Background: an optimization exercise with open tools, aiming at small area. Do not read the settings as production practice. Only simulation tests tie the RTL to the original design; equivalence was not proved. Power and IR drop assume default switching activity.

run 1:
## myclint
module myclint #(
    parameter ADDR_W  = 32,
    parameter DATA_W  = 32,
    parameter N_CORES = 8
) (
    input                 clk,  
    input                 rt_clk,  
    input                 reset,  
    input                 valid,  
    input  [ADDR_W-1:0]   address,  
    input  [DATA_W-1:0]   wdata,  
    input  [DATA_W/8-1:0] wstrb,  
    output [DATA_W-1:0]   rdata,  
    output                ready,  
    output [N_CORES-1:0]  mtip,  
    output [N_CORES-1:0]  msip   
);
Settings: LEC_CHECK=0, CAP_MARGIN=20, CORE_MARGIN=2, CORE_UTILIZATION=40, SLEW_MARGIN=20; clock period 6.0 ns.
standard.sh (not shown) runs the stock make flow with config.mk's settings and CLKGATE_MAP_FILE= SYNTH_SCRIPT=/design/flow/synth_recipe.tcl, a recipe that flattens the netlist after the stock synthesis.
==> flow/flow/run.sh <==
#!/bin/bash
# Own layout flow: the standard ORFS flow (standard.sh) with
#  - synthesis using an area-oriented abc script (flow/synth.tcl, flow/area.abc),
#  - the smallest buffer on the ports,
#  - a clock tree of small clock buffers without dummy loads.
# Each step's full log stays in orfs/logs/ (ORFS writes one per step); make's
# own output goes to flow_make.log in the work folder.
set -euo pipefail
W=$(pwd)
export OWN_FLOW_DIR=$W/flow
CTS="-sink_clustering_enable -repair_clock_nets -dont_use_dummy_load"
CTS="$CTS -buf_list {sky130_fd_sc_hd__clkbuf_8} -root_buf sky130_fd_sc_hd__clkbuf_16"
CTS="$CTS -sink_clustering_size 16 -sink_clustering_max_diameter 100"
bash standard.sh \
  SYNTH_SCRIPT=$W/flow/synth.tcl \
  "BUFFER_PORTS_ARGS=-buffer_cell sky130_fd_sc_hd__buf_1" \
  "CTS_ARGS=$CTS" \
  finish > $W/flow_make.log 2>&1
==> flow/flow/area.abc <==
&get -n
&st
&syn2
&dch
&nf -R 1000
&put
==> flow/flow/synth.tcl <==
# The standard flow's synthesis script (synth_recipe.tcl), with the abc step given an
# area-oriented script; everything else, the flip-flop mapping included, is as
# in the standard synthesis.
proc synth {args} { yosys synth -nofsm -noshare {*}$args }
proc abc {args} {
  set i [lsearch -exact $args -script]
  if {$i >= 0} { lset args [expr {$i + 1}] $::env(OWN_FLOW_DIR)/area.abc }
  yosys abc {*}$args
}
source $::env(SCRIPTS_DIR)/synth.tcl
# left out here: clear keep_hierarchy, flatten, clean up, hide names made inside functions, write 1_2_yosys.v
The flow did not stop early for run 1: all stages ran, and the layout cleared the timing, design-rule and antenna checks.
Inputs modified between run 1 and run 2:
- putting SETUP_SLACK_MARGIN at 0.2 where nothing was set
==> flow/flow/area.abc <==
&get -n
&st
&dc2
&syn2
&dch
&nf -R 1000 -p
&st
&dch
&nf -R 1000 -p
&put
### Flow results
- Of the two values seen for most utilized layer in the global route result, met2 was produced by run 1 and met1 by run 2.
- Run 2 vs. run 1: hold slack went up by 0.0070 ns.
- Run 2 against run 1: cell area -340 um^2, met2 capacity usage during global routing +2.4 points, maximum net fanout on the critical path -11.
- Going from run 1 to run 2, the global-route usage was found to have gone up by 3.4 points.
- Share of cells above drive strength 1 in run 2 is 0.25 points higher than in run 1
- Compared with run 1, in run 2 clock period minus worst slack dropped 0.050 ns; overall routed net length now sits higher; total number of placement rows moved down.
#### Input delta (run 3 over run 2)
- changing CAP_MARGIN from 20 to 5
- removing SETUP_SLACK_MARGIN (formerly 0.2)
- changing SLEW_MARGIN from 20 to 5
==> flow/flow/area.abc <==
&get -n
&st
&syn2
&dch
&nf -R 1000
&put
Results
Fraction of layout instances using a drive strength above 1 in run 3 vs run 2: down 0.62 points
Power attributed to sequential cells, run 3 and run 2: lower on run 2
Run 3 against run 2: sequential share of layout area decreased by 0.57 points relative to the old numbers; total power went up by 0.86 mW; post-synthesis async set-or-reset flop share saw little to no change; routed length on met1 now smaller; clock distribution power shows no meaningful change.
Between run 2 and run 3, the fraction of area in clock buffers and inverters does not differ in any meaningful way.
Taking run 3 over run 2, the sum of routed wire length over all layers ratio works out to 0.903.
## Diff of input files: run 4 against run 3
- swapping 5 for 20 in CAP_MARGIN
- swapping 5 for 20 in SLEW_MARGIN
- putting GPL_TIMING_DRIVEN at 0 where nothing was set
Findings:
- The higher fraction of power consumed by sequential logic came out of run 4.
- Run 4 against run 3: clock network latency to the later pin of the worst-skew pair lost 0.02 ns, global-route track usage on met3 lost 1.9 points, number of detailed-route iterations in the first pass picked up an extra 1.
- The setup slack of run 4 is smaller than that of run 3.
- Run 4 vs run 3: via total after detailed routing up slightly
- Number of inverters outside the clock class in the layout: run 3 vs run 4 identical
- Run 4 and run 3 ended up with roughly the same clock transition at the registers of the reported paths.
- The run showing the greater logic gate share of total power is run 3.
The inputs of run 5 differ from those of run 4 as listed below.
- GPL_TIMING_DRIVEN: 0 -> unset
- SETUP_SLACK_MARGIN: unset -> 0.2
diff --git a/flow/flow/run.sh b/flow/flow/run.sh
--- a/flow/flow/run.sh
+++ b/flow/flow/run.sh
@@ -11,5 +11,5 @@
 CTS="-sink_clustering_enable -repair_clock_nets -dont_use_dummy_load"
 CTS="$CTS -buf_list {sky130_fd_sc_hd__clkbuf_8} -root_buf sky130_fd_sc_hd__clkbuf_16"
-CTS="$CTS -sink_clustering_size 16 -sink_clustering_max_diameter 100"
+CTS="$CTS -sink_clustering_size 14 -sink_clustering_max_diameter 100"
 bash standard.sh \
   SYNTH_SCRIPT=$W/flow/synth.tcl \
==> flow/flow/area.abc <==
&get -n
&st
&dc2
&syn2
&dch
&nf -R 1000 -p
&st
&dch
&nf -R 1000 -p
&put
[summary]
- Sort run 5 and run 4 by first-pass GRT wire length desc -> top: run 5
- Vias after detailed routing (higher): run 5
- Of run 5 and run 4, the higher final setup slack of the worst path belongs to run 5.
- Delta(total power per unit cell area, run 5 - run 4) < 0
- Comparing run 5 and run 4, the higher number of nets in the final layout was measured on run 4.
- The final reports for run 5 and run 4 show clock period minus worst slack lower in the former.
- Count of non-CTS buffers in the layout (run 5 / run 4): 1.06
## Diff of input files: run 6 against run 5
- removing SETUP_SLACK_MARGIN (formerly 0.2)
diff --git a/flow/flow/run.sh b/flow/flow/run.sh
--- a/flow/flow/run.sh
+++ b/flow/flow/run.sh
@@ -11,5 +11,5 @@
 CTS="-sink_clustering_enable -repair_clock_nets -dont_use_dummy_load"
 CTS="$CTS -buf_list {sky130_fd_sc_hd__clkbuf_8} -root_buf sky130_fd_sc_hd__clkbuf_16"
-CTS="$CTS -sink_clustering_size 14 -sink_clustering_max_diameter 100"
+CTS="$CTS -sink_clustering_size 16 -sink_clustering_max_diameter 100"
 bash standard.sh \
   SYNTH_SCRIPT=$W/flow/synth.tcl \
### Flow results
- What the final checks of run 6 revealed, after a flow that finished every stage, was a layout that fails on setup timing.
- Time the worst path needs with I/O delays and setup was higher in run 6 than in run 5.
- Between run 6 and run 5, portion of total power attributed to the clock network is higher for run 5, run 6 comes in under that.
- Looking at area overhead of the layout relative to synthesis, run 6 sits 0.51 points below run 5.

## 06-06
Another version of the RTL of myclint (not shown whole).
Size in the first run: ~120 I/O pins.
==> flow/design.v (excerpt) <==
module myclint #(
    parameter ADDR_W  = 32,
    parameter DATA_W  = 32,
    parameter N_CORES = 8
) (
    input                 clk,  
    input                 rt_clk,  
    input                 reset,  
    input                 valid,  
    input  [ADDR_W-1:0]   address,  
    input  [DATA_W-1:0]   wdata,  
    input  [DATA_W/8-1:0] wstrb,  
    output [DATA_W-1:0]   rdata,  
    output                ready,  
    output [N_CORES-1:0]  mtip,  
    output [N_CORES-1:0]  msip   
);
  wire [15:0] a = address[15:0];
  wire write    = &wstrb;
  wire req      = valid & ~reset;
  wire hit_cmp  = (a[15:6] == 10'h100);    
  wire hit_time = (a[15:3] == 13'h17ff);   
  wire hit_msip = (a[15:5] == 11'h000);    
  wire wr       = req & write;
  reg rsp, ready_q;
  always @(posedge clk) begin
    rsp     <= req & (hit_cmp | hit_time | hit_msip);
    ready_q <= rsp;
  end
  assign ready = ready_q;
  reg [1:0] rtc_s;
  reg       rtc_p;
  always @(posedge clk) begin
    if (reset) begin
      rtc_s <= 2'b00;
      rtc_p <= 1'b0;
    end else begin
      rtc_s <= {rtc_s[0], rt_clk};
  ...
export LEC_CHECK = 0
export CAP_MARGIN = 20
export CORE_MARGIN = 2
export CORE_UTILIZATION = 40
export SETUP_SLACK_MARGIN = 0.2
export SLEW_MARGIN = 20
create_clock -name core_clock -period 6.0 [get_ports {clk}]
==> flow/flow/run.sh <==
#!/bin/bash
# Own layout flow: the standard ORFS flow (standard.sh) with
#  - synthesis using an area-oriented abc script (flow/synth.tcl, flow/area.abc),
#  - the smallest buffer on the ports,
#  - a clock tree of small clock buffers without dummy loads.
# Each step's full log stays in orfs/logs/ (ORFS writes one per step); make's
# own output goes to flow_make.log in the work folder.
set -euo pipefail
W=$(pwd)
export OWN_FLOW_DIR=$W/flow
CTS="-sink_clustering_enable -repair_clock_nets -dont_use_dummy_load"
CTS="$CTS -buf_list {sky130_fd_sc_hd__clkbuf_8} -root_buf sky130_fd_sc_hd__clkbuf_16"
CTS="$CTS -sink_clustering_size 14 -sink_clustering_max_diameter 100"
bash standard.sh \
  SYNTH_SCRIPT=$W/flow/synth.tcl \
  "BUFFER_PORTS_ARGS=-buffer_cell sky130_fd_sc_hd__buf_1" \
  "CTS_ARGS=$CTS" \
  finish > $W/flow_make.log 2>&1
==> flow/flow/area.abc <==
&get -n
&st
&dc2
&syn2
&dch
&nf -R 1000 -p -F 8 -A 8
&st
&dch
&nf -R 1000 -p -F 8 -A 8
&put
Scripts as last shown in full above: flow/flow/synth.tcl
What 02-26 does differently from 06-06 at the input level:
==> flow/flow/area.abc <==
&get -n
&st
&dc2
&syn2
&dch
&nf -R 1000 -p
&st
&dch
&nf -R 1000 -p
&put
==> comparison <==
Comparing 06-06 and 02-26, the lower total global routing track utilization was measured on 02-26. 02-26 vs 06-06: combined area of the multi-input logic cells down slightly. Routed wire length: 02-26 > 06-06. From 06-06 to 02-26 the numbers moved as follows: vias after detailed routing saw little to no change, critical path depth saw a decrease. Between 06-06 and 02-26, the global-route wire length before repair figures differ only marginally. On global placer's final weighted congestion, the higher figure sits with 02-26, not 06-06. Of 06-06 and 02-26, the run reporting the higher basic-gate share of the synthesized area counting and, or, nand and nor cells was 06-06. Synthesized-area fraction occupied by xor and xnor cells essentially unchanged between 02-26 and 06-06. As far as portion of the layout cell area used by clock cells is concerned, 02-26 and 06-06 perform about the same. A uppermost signal routing layer after detailed routing of met4 is what 06-06 shows, while met5 belongs to 02-26.

## port drivers added, routing unchanged
In the flow no input, the clock included, has a driving cell. The finished layouts below were timed again as built, in two steps. Step 1 assumes that a clkbuf_16 drives the clock port and a buf_2 every other input. Step 2 also shifts input and output timing later by t, the mid clock arrival at the registers, as if the neighbouring blocks saw the same clock. a / b / c = ideal ports / drivers / drivers and shift; a / b = the first two.
| run | t (ns) | setup WS [ns] | worst slew at a driven data input, ns | cell pins on the clock port's net |
|---|---|---|---|---|
| run 1 | 0.649 | 0.153 / 0.089 / 0.473 | 0.12 | 1 |
| run 2 | 0.647 | 0.203 / 0.137 / 0.728 | 0.24 | 1 |
| run 3 | 0.655 | 0.209 / 0.145 / 0.405 | 0.13 | 1 |
| run 4 | 0.642 | 0.064 / -0.001 / 0.176 | 0.10 | 1 |
| run 5 | 0.642 | 0.245 / 0.189 / 0.703 | 0.24 | 1 |
| run 6 | 0.648 | -0.047 / -0.114 / 0.534 | 0.23 | 1 |
| 06-06 | 0.638 | 0.226 / 0.162 / 0.628 | 0.06 | 1 |
| 02-26 | 0.637 | 0.239 / 0.175 / 0.812 | 0.04 | 1 |
